Context: an optimization exercise on an open-source flow, tuned for small area, a short achievable clock period and few clock cycles per item. The choices shown serve that exercise and are no tape-out recipe. RTL that was checked went through simulation tests only; none was proved equivalent to the original.

the previous run:
Design fbindct_8bit, start of the top module:
module fbindct_8bit #(
  parameter IN_WIDTH = 8,
  parameter INT_BITS = 6,
  parameter FRAC_BITS = 6,
  parameter INTER_WIDTH = IN_WIDTH + INT_BITS + FRAC_BITS,
  parameter OUT_WIDTH = 20
)(
  input                                        clk,
  input                                        rst,
  input signed [8*IN_WIDTH-1:0]                x_in,
  input                                        ready_in,
  input                                        load,
  output                                       valid_out,
  output signed [8*OUT_WIDTH-1:0]              y_out
);
Size: ~1,600 cells after synthesis, about 69 flip-flops, about 14,000 sq um of cells after synthesis.
Settings: LEC_CHECK=0, CAP_MARGIN=20, CORE_MARGIN=2, CORE_UTILIZATION=40, SETUP_SLACK_MARGIN=5, SLEW_MARGIN=20; clock period 10.0 ns.
run.sh (not shown) runs the stock make flow with config.mk's settings and CLKGATE_MAP_FILE= SYNTH_SCRIPT=/design/flow/synth_recipe.tcl, a recipe that flattens the netlist after the stock synthesis.
No stage failed in the previous run, and the final checks on the layout all came back clean.
What the current run does differently from the previous run at the input level:
- SETUP_SLACK_MARGIN: 5 -> unset
Findings:
- The current run did not stop at any stage, and its layout met the timing, design-rule and antenna checks.
- The current run ends up with a via count that is 1,039 lower than in the previous run.
- [the current run] time the worst path needs with I/O delays and setup rose 1.43 ns relative to the previous run
- Of the two values seen for cell with the largest stage delay on the worst path, fa_1 was produced by the previous run and clkdlybuf4s50_1 by the current run.
- Diff the current run and the previous run: critical path arrival higher in the current run
- Diff the previous run -> the current run | all-layer global routing usage | decrease of 2.5 points
- Re fraction of standard cell area in multi-input logic: the current run and the previous run aren't equal, and the higher value belongs to the previous run.
- From the previous run to the current run the numbers moved as follows: routed wire length dropped about 14%.
Function was not checked in any run of this note: the RTL went through the layout flow alone.

* * *

fbindct_8bit, a different RTL version from the one above (not shown whole).
Size: roughly 1200 cells after synthesis, about 80 flip-flops, ~13000 um^2 of cells after synthesis.
==> flow/config.mk <==
export PLATFORM = sky130hd
export DESIGN_NAME = fbindct_8bit
export DESIGN_NICKNAME = fbindct_8bit
export VERILOG_FILES = /design/flow/design.v
export SDC_FILE = /design/flow/constraint.sdc
export NUM_CORES = 4
export LEC_CHECK = 0
export CAP_MARGIN = 20
export CORE_MARGIN = 2
export CORE_UTILIZATION = 40
export SLEW_MARGIN = 20
export SYNTH_HIERARCHICAL = 1
==> flow/constraint.sdc <==
create_clock -name core_clock -period 10.0 [get_ports {clk}]
set_input_delay 2.0000 -clock core_clock [delete_from_list [all_inputs] [get_ports {clk}]]
set_output_delay 2.0000 -clock core_clock [all_outputs]
set_load 0.01 [all_outputs]
standard.sh (not shown) runs the stock make flow with config.mk's settings and CLKGATE_MAP_FILE= SYNTH_SCRIPT=/design/flow/synth_recipe.tcl, a recipe that flattens the netlist after the stock synthesis.
==> flow/flow/run.sh <==
#!/bin/bash
# The standard layout, with plain buf_1 cells as the port buffers instead of the
# delay buffers buffer_ports picks by default. Every port still gets its buffer.
set -euo pipefail
bash standard.sh "BUFFER_PORTS_ARGS=-buffer_cell sky130_fd_sc_hd__buf_1" finish > standard_flow.log 2>&1
Testbench counts at the start, summed over its fixed seeds: cycles 4,096, rows 2,048.
Next try:
CORE_UTILIZATION = 65   (was 40)
PLACE_DENSITY = 0.8   (was default)
Result: Setup slack degrades by 31 ps; synthesized area is unchanged; critical path depth is unchanged; final cell count decreases by 9.5%; global-route usage goes up by 8.5 points; non-clock buffer count goes down by 1.

* * *

## lane 1
Another version of the RTL of fbindct_8bit (not shown whole).
Size in the first run: ~1100 cells after synthesis, about 80 flip-flops, ~230 I/O pins, ~0.012 mm2 of cells after synthesis.
clock: 10.0 ns
lec_check: 0
abc_area: 1
cap_margin: 20
core_margin: 2
core_utilization: 40
slew_margin: 20
synth_hierarchical: 1
Scripts as last shown in full above: flow/flow/run.sh
Lane 1 ran to completion and came out clean on the timing, design-rule and antenna checks.
Testbench counts of lane 1, summed over its fixed seeds: cycles 4,096, rows 2,048.
Relative to lane 1, the following input files were edited for lane 2:
# lane 1
export LEC_CHECK = 0
export ABC_AREA = 1
export CAP_MARGIN = 20
export CORE_MARGIN = 2
export CORE_UTILIZATION = 40
export SLEW_MARGIN = 20
export SYNTH_HIERARCHICAL = 1
create_clock -name core_clock -period 10.0 [get_ports {clk}]
# lane 2
export LEC_CHECK = 0
export ABC_AREA = 1
export CAP_MARGIN = 20
export CORE_MARGIN = 2
export CORE_UTILIZATION = 60
export CTS_BUF_LIST = sky130_fd_sc_hd__clkbuf_4 sky130_fd_sc_hd__clkbuf_8
export PLACE_DENSITY = 0.75
export SETUP_SLACK_MARGIN = 4.0
export SLEW_MARGIN = 20
export SYNTH_HIERARCHICAL = 1
create_clock -name core_clock -period 10.0 [get_ports {clk}]
--- outcome ---
- Lane 2: flow completed, timing, DRC and antenna clean
- Relative to lane 1, sequential fraction of total cell area has gone down in lane 2.
- Between lane 1 and lane 2, the flow reports met1 routed wirelength after detailed routing decreasing by a little under 10%.
- Adder-cell share of the synthesized area came out exactly the same in lane 1 and lane 2.
- Going from lane 1 to lane 2, count of plain and timing-repair buffers in the layout went up by about 15%, count of placed standard cells in the final layout, fillers left out went down, post-place instance area now sits lower, die area decreased by 33% relative to the old numbers.
Inputs modified between lane 2 and lane 3:
# lane 2
export LEC_CHECK = 0
export ABC_AREA = 1
export CAP_MARGIN = 20
export CORE_MARGIN = 2
export CORE_UTILIZATION = 60
export CTS_BUF_LIST = sky130_fd_sc_hd__clkbuf_4 sky130_fd_sc_hd__clkbuf_8
export PLACE_DENSITY = 0.75
export SETUP_SLACK_MARGIN = 4.0
export SLEW_MARGIN = 20
export SYNTH_HIERARCHICAL = 1
create_clock -name core_clock -period 10.0 [get_ports {clk}]
# lane 3
export LEC_CHECK = 0
export ABC_AREA = 1
export CAP_MARGIN = 20
export CORE_MARGIN = 2
export CORE_UTILIZATION = 40
export CTS_BUF_LIST = sky130_fd_sc_hd__clkbuf_4 sky130_fd_sc_hd__clkbuf_8
export SETUP_SLACK_MARGIN = 4.3
export SLEW_MARGIN = 20
export SYNTH_HIERARCHICAL = 1
create_clock -name core_clock -period 10.0 [get_ports {clk}]
==> run notes <==
Least setup slack across all paths after layout: lane 3 higher than lane 2
Taking lane 2 as the reference, in lane 3 met1 routing resource usage after global routing went down by 9.8 points; met3 wirelength from detailed routing decreased about 1.8%; proportion of layout cells with a drive suffix above 1 now larger; routed length on met1 went up 11%.
For lane 3, the critical-path cell with the highest stage delay was sky130_fd_sc_hd__fa_2, unlike lane 2, where it was sky130_fd_sc_hd__fa_1.
Lane 3 has completed all stages; timing, DRC and antenna checks passed.
Lane 3 vs lane 2, worst setup path startpoint: u_n[5]$_DFFE_PP_ vs c3h[2]$_DFFE_PP_
Compare lane 3 and lane 2 | worst-margin pin slew lower: lane 2
[diff] die area, lane 3 relative to lane 2: regression
For lane 4, these inputs were changed with respect to lane 3:
# lane 3
export LEC_CHECK = 0
export ABC_AREA = 1
export CAP_MARGIN = 20
export CORE_MARGIN = 2
export CORE_UTILIZATION = 40
export CTS_BUF_LIST = sky130_fd_sc_hd__clkbuf_4 sky130_fd_sc_hd__clkbuf_8
export SETUP_SLACK_MARGIN = 4.3
export SLEW_MARGIN = 20
export SYNTH_HIERARCHICAL = 1
create_clock -name core_clock -period 10.0 [get_ports {clk}]
# lane 4
export LEC_CHECK = 0
export ABC_AREA = 1
export CAP_MARGIN = 20
export CORE_MARGIN = 2
export CORE_UTILIZATION = 40
export CTS_BUF_LIST = sky130_fd_sc_hd__clkbuf_4 sky130_fd_sc_hd__clkbuf_8
export SETUP_SLACK_MARGIN = 4.0
export SLEW_MARGIN = 20
export SYNTH_HIERARCHICAL = 1
export TNS_END_PERCENT = 20
create_clock -name core_clock -period 10.0 [get_ports {clk}]
## What came out
Going from lane 3 to lane 4, the antenna diode count was found to have gone up by 4. Looking at met2 wire length, lane 4 sits about 7% lower than lane 3 does. Fraction of met3 tracks used by global routing on lane 4 is down relative to lane 3. Lane 4 against lane 3: number of endpoints with negative hold slack in the final report barely changed, clock-buffer cell count dropped 2, routed wire length dropped about 3.7%, via count dropped 3.0%. The lower area growth from synthesis to final layout of lane 4 and lane 3 is in lane 4. Lane 3 → lane 4: instance area at placement fell by 0.75%, setup slack down 0.019 ns.

* * *

## v8
Starting RTL as in the previous note.
==> flow/design.v (excerpt) <==
module fbindct_8bit #(
  parameter IN_WIDTH = 8,
  parameter INT_BITS = 6,
  parameter FRAC_BITS = 6,
  parameter INTER_WIDTH = IN_WIDTH + INT_BITS + FRAC_BITS,
  parameter OUT_WIDTH = 20
)(
  input                                        clk,
  input                                        rst,
  input signed [8*IN_WIDTH-1:0]                x_in,
  input                                        ready_in,
  input                                        load,
  output                                       valid_out,
  output signed [8*OUT_WIDTH-1:0]              y_out
);
  wire signed [7:0] x0 = x_in[ 7: 0];
  wire signed [7:0] x1 = x_in[15: 8];
  wire signed [7:0] x2 = x_in[23:16];
  wire signed [7:0] x3 = x_in[31:24];
  wire signed [7:0] x4 = x_in[39:32];
  wire signed [7:0] x5 = x_in[47:40];
  wire signed [7:0] x6 = x_in[55:48];
  wire signed [7:0] x7 = x_in[63:56];
  reg vld;
  always @(posedge clk) begin
    if (rst)
      vld <= 1'b0;
    else if (load)
      vld <= 1'b1;
    else if (ready_in)
      vld <= 1'b0;
  end
  assign valid_out = vld;
  wire [8:0] n0_a = {{1{x0[7]}}, x0};
  wire [8:0] n0_b = {{1{x7[7]}}, x7};
  wire [8:0] n0_p = n0_a ^ n0_b;
  wire [8:0] n0_g = n0_a & n0_b;
  wire n0_G1 = n0_g[1] | (n0_p[1] & n0_g[0]);
  wire n0_G2 = n0_g[2] | (n0_p[2] & n0_G1);
  wire n0_G3 = n0_g[3] | (n0_p[3] & n0_G2);
  wire n0_G4 = n0_g[4] | (n0_p[4] & n0_G3);
  wire n0_G5 = n0_g[5] | (n0_p[5] & n0_G4);
  wire n0_G6 = n0_g[6] | (n0_p[6] & n0_G5);
  wire n0_G7 = n0_g[7] | (n0_p[7] & n0_G6);
  wire n0_G8 = n0_g[8] | (n0_p[8] & n0_G7);
  ...
export LEC_CHECK = 0
export ABC_AREA = 1
export CAP_MARGIN = 20
export CORE_MARGIN = 2
export CORE_UTILIZATION = 40
export CTS_BUF_LIST = sky130_fd_sc_hd__clkbuf_4 sky130_fd_sc_hd__clkbuf_8
export SETUP_SLACK_MARGIN = 4.6
export SLEW_MARGIN = 20
export SYNTH_HIERARCHICAL = 1
create_clock -name core_clock -period 10.0 [get_ports {clk}]
Scripts as last shown in full above: flow/flow/run.sh
Testbench counts of v8, summed over its fixed seeds: cycles 4,096, rows 2,048.
--- input diff v8..v3 ---
diff --git a/flow/config.mk b/flow/config.mk
--- a/flow/config.mk
+++ b/flow/config.mk
@@ -12,4 +12,5 @@
 export CTS_BUF_LIST = sky130_fd_sc_hd__clkbuf_4 sky130_fd_sc_hd__clkbuf_8
-export SETUP_SLACK_MARGIN = 4.6
+export SETUP_SLACK_MARGIN = 4.0
 export SLEW_MARGIN = 20
 export SYNTH_HIERARCHICAL = 1
+export TNS_END_PERCENT = 50
## What came out
- v3: no failed stages, no open violations at the end
- In v3 the met1 capacity usage during global routing turned out 0.74 points higher than in v8.
- Between v3 and v8, it is v3 whose worst-case register-to-register setup slack is lower, by 0.03 ns.
- Going from v8 to v3, proportion of layout cells with a drive suffix above 1 -23 points; share of final layout cell area taken by clock buffers and inverters +0.18 points.
- v3 vs. v8: setup slack after layout stayed essentially flat, buffer share of cell area moved down, wire length decreased by 4.7% relative to the old numbers, final weighted congestion of routability-driven global placement now sits lower.
- Fraction of the cycle the final worst path needs across v8 and v3: no real change.
What v51 does differently from v3 at the input level:
diff --git a/flow/config.mk b/flow/config.mk
--- a/flow/config.mk
+++ b/flow/config.mk
@@ -7,3 +7,3 @@
 export LEC_CHECK = 0
-export ABC_AREA = 1
+export ABC_AREA = 0
 export CAP_MARGIN = 20
@@ -15,2 +15 @@
 export SYNTH_HIERARCHICAL = 1
-export TNS_END_PERCENT = 50
### Flow results
The higher final cycle utilization of the critical path of v51 and v3 is in v51.
Summary of v51 over v3: cell area moved up; maximum fanout encountered on the critical timing path lower.
Setup slack in v51 is smaller than in v3.
Proportion of cell area occupied by multi-input gates, v51 and v3, lower one = v51.
Synthesized-area fraction occupied by xor and xnor cells of v51 is on par with v3.
Between v51 and v3, the fmax is higher for v3.
As of v51, final cell count had fallen by a few percent compared to v3.
Relative to v51, the following input files were edited for v7:
diff --git a/flow/config.mk b/flow/config.mk
--- a/flow/config.mk
+++ b/flow/config.mk
@@ -7,3 +7,3 @@
 export LEC_CHECK = 0
-export ABC_AREA = 0
+export ABC_AREA = 1
 export CAP_MARGIN = 20
@@ -12,3 +12,2 @@
 export CTS_BUF_LIST = sky130_fd_sc_hd__clkbuf_4 sky130_fd_sc_hd__clkbuf_8
-export SETUP_SLACK_MARGIN = 4.0
 export SLEW_MARGIN = 20
Results
Looking at worst-path cell with the longest stage delay, the sky130_fd_sc_hd__fa_2 result is from v51; the sky130_fd_sc_hd__edfxtp_1 one comes from v7.
v51 -> v7: final cell count increased slightly
As far as number of pins exceeding their max-slew limit in the final report goes, v51 and v7 are indistinguishable; the numbers are identical.
[v7] post-synthesis to final-layout area growth fell 8.5 points relative to v51
For the number of signal-net inverters in the final layout, v7 came in 20 higher than v51 did.
Status: clock transition at the registers of the reported paths parity (v51, v7)
Setup slack in v7 is smaller than in v51.
Compared to v51, v7 has post-synthesis instance total about 6% higher.
Re tap cell count: v51 was lower than v7.

* * *

== the baseline ==
RTL: one of the versions met above, not the one the previous note started from.
Size in the first run: roughly 1,400 cells after synthesis, roughly 80 flip-flops.
==> flow/design.v (excerpt) <==
module fbindct_8bit #(
  parameter IN_WIDTH = 8,
  parameter INT_BITS = 6,
  parameter FRAC_BITS = 6,
  parameter INTER_WIDTH = IN_WIDTH + INT_BITS + FRAC_BITS,
  parameter OUT_WIDTH = 20
)(
  input                                        clk,
  input                                        rst,
  input signed [8*IN_WIDTH-1:0]                x_in,
  input                                        ready_in,
  input                                        load,
  output                                       valid_out,
  output signed [8*OUT_WIDTH-1:0]              y_out
);
==> flow/config.mk <==
export PLATFORM = sky130hd
export DESIGN_NAME = fbindct_8bit
export DESIGN_NICKNAME = fbindct_8bit
export VERILOG_FILES = /design/flow/design.v
export SDC_FILE = /design/flow/constraint.sdc
export NUM_CORES = 4
export LEC_CHECK = 0
export ABC_AREA = 1
export CAP_MARGIN = 20
export CORE_MARGIN = 2
export CORE_UTILIZATION = 40
export SLEW_MARGIN = 20
export SYNTH_HIERARCHICAL = 1
==> flow/constraint.sdc <==
create_clock -name core_clock -period 10.0 [get_ports {clk}]
set_input_delay 2.0000 -clock core_clock [delete_from_list [all_inputs] [get_ports {clk}]]
set_output_delay 2.0000 -clock core_clock [all_outputs]
set_load 0.01 [all_outputs]
Scripts as last shown in full above: flow/flow/run.sh
Testbench counts of the baseline, summed over its fixed seeds: cycles 4,096, rows 2,048.
[inputs] the candidate vs the baseline
-- flow/config.mk --
<<< the baseline, line 11
export CORE_UTILIZATION = 40
export SLEW_MARGIN = 20
>>> the candidate, line 11
export CORE_UTILIZATION = 40
export CTS_BUF_LIST = sky130_fd_sc_hd__clkbuf_4 sky130_fd_sc_hd__clkbuf_8
export SLEW_MARGIN = 20
- The flow did not stop early for the candidate: all stages ran, and the layout cleared the timing, design-rule and antenna checks.
- [compare] base=the baseline new=the candidate: final core area utilization lost 0.30 points, share of final-layout standard cells stronger than drive strength 1 saw little to no change.
- The routed wire length was comparable across the baseline and the candidate.
- As far as via count is concerned, the baseline and the candidate perform about the same.
- The candidate can be clocked slower than the baseline.
- Across both runs, worst hold slack was higher for the candidate than for the baseline.
- The baseline → the candidate: routed length on met3 held.
- The candidate reports a higher final period utilization than the baseline does.

-- separate check: timing with driven ports --
No port has a modelled driver above. Below, the same layouts with a new extraction and two added sets of constraints.
Step 1, drivers: a clkbuf_16 drives clk and a buf_2 each remaining input, both assumed.
Step 2, shift: input delay + t, output delay - t, t = (earliest + latest rising clock arrival at the registers) / 2. This alone moves slack from input paths to output paths.
a / b / c = no drivers / after step 1 / after step 2; a / b = the first two.
| run | t (ns) | slack for setup (ns) | worst setup path at the end | latest minus earliest clock arrival (ns) | cell pins on the clock port's net |
|---|---|---|---|---|---|
| the previous run | 0.378 | 1.989 / 1.945 / 2.323 | register to output | 0.009 / 0.008 | 1 |
| the current run | 0.382 | 0.556 / 0.506 / 0.888 | register to output | 0.008 / 0.007 | 1 |
| the first run of note 2 | 0.391 | 3.672 / 3.626 / 3.421 | input to register | 0.016 / 0.016 | 1 |
| the second run of note 2 | 0.383 | 3.641 / 3.599 / 3.397 | input to register | 0.006 / 0.007 | 1 |
| lane 1 | 0.390 | 3.813 / 3.768 / 3.652 | input to register | 0.009 / 0.009 | 1 |
| lane 2 | 0.399 | 4.053 / 4.020 / 3.742 | input to register | 0.005 / 0.006 | 1 |
| lane 3 | 0.408 | 4.091 / 4.052 / 3.943 | input to register | 0.010 / 0.010 | 1 |
| lane 4 | 0.405 | 4.072 / 4.034 / 3.695 | input to register | 0.016 / 0.016 | 1 |
| v8 | 0.408 | 4.085 / 4.046 / 3.977 | input to register | 0.011 / 0.011 | 1 |
| v3 | 0.402 | 4.085 / 4.047 / 3.716 | input to register | 0.013 / 0.013 | 1 |
| v51 | 0.412 | 3.930 / 3.893 / 3.761 | input to register | 0.012 / 0.013 | 1 |
| v7 | 0.406 | 3.784 / 3.746 / 3.652 | input to register | 0.013 / 0.014 | 1 |
| the baseline | 0.389 | 3.942 / 3.896 / 3.826 | input to register | 0.006 / 0.006 | 1 |
| the candidate | 0.411 | 3.899 / 3.857 / 3.798 | input to register | 0.010 / 0.010 | 1 |
After both steps every run listed still meets setup and hold. The setup slack of lane 4, which loses most, moves by -0.038 ns with the drivers and by -0.377 ns with both steps.
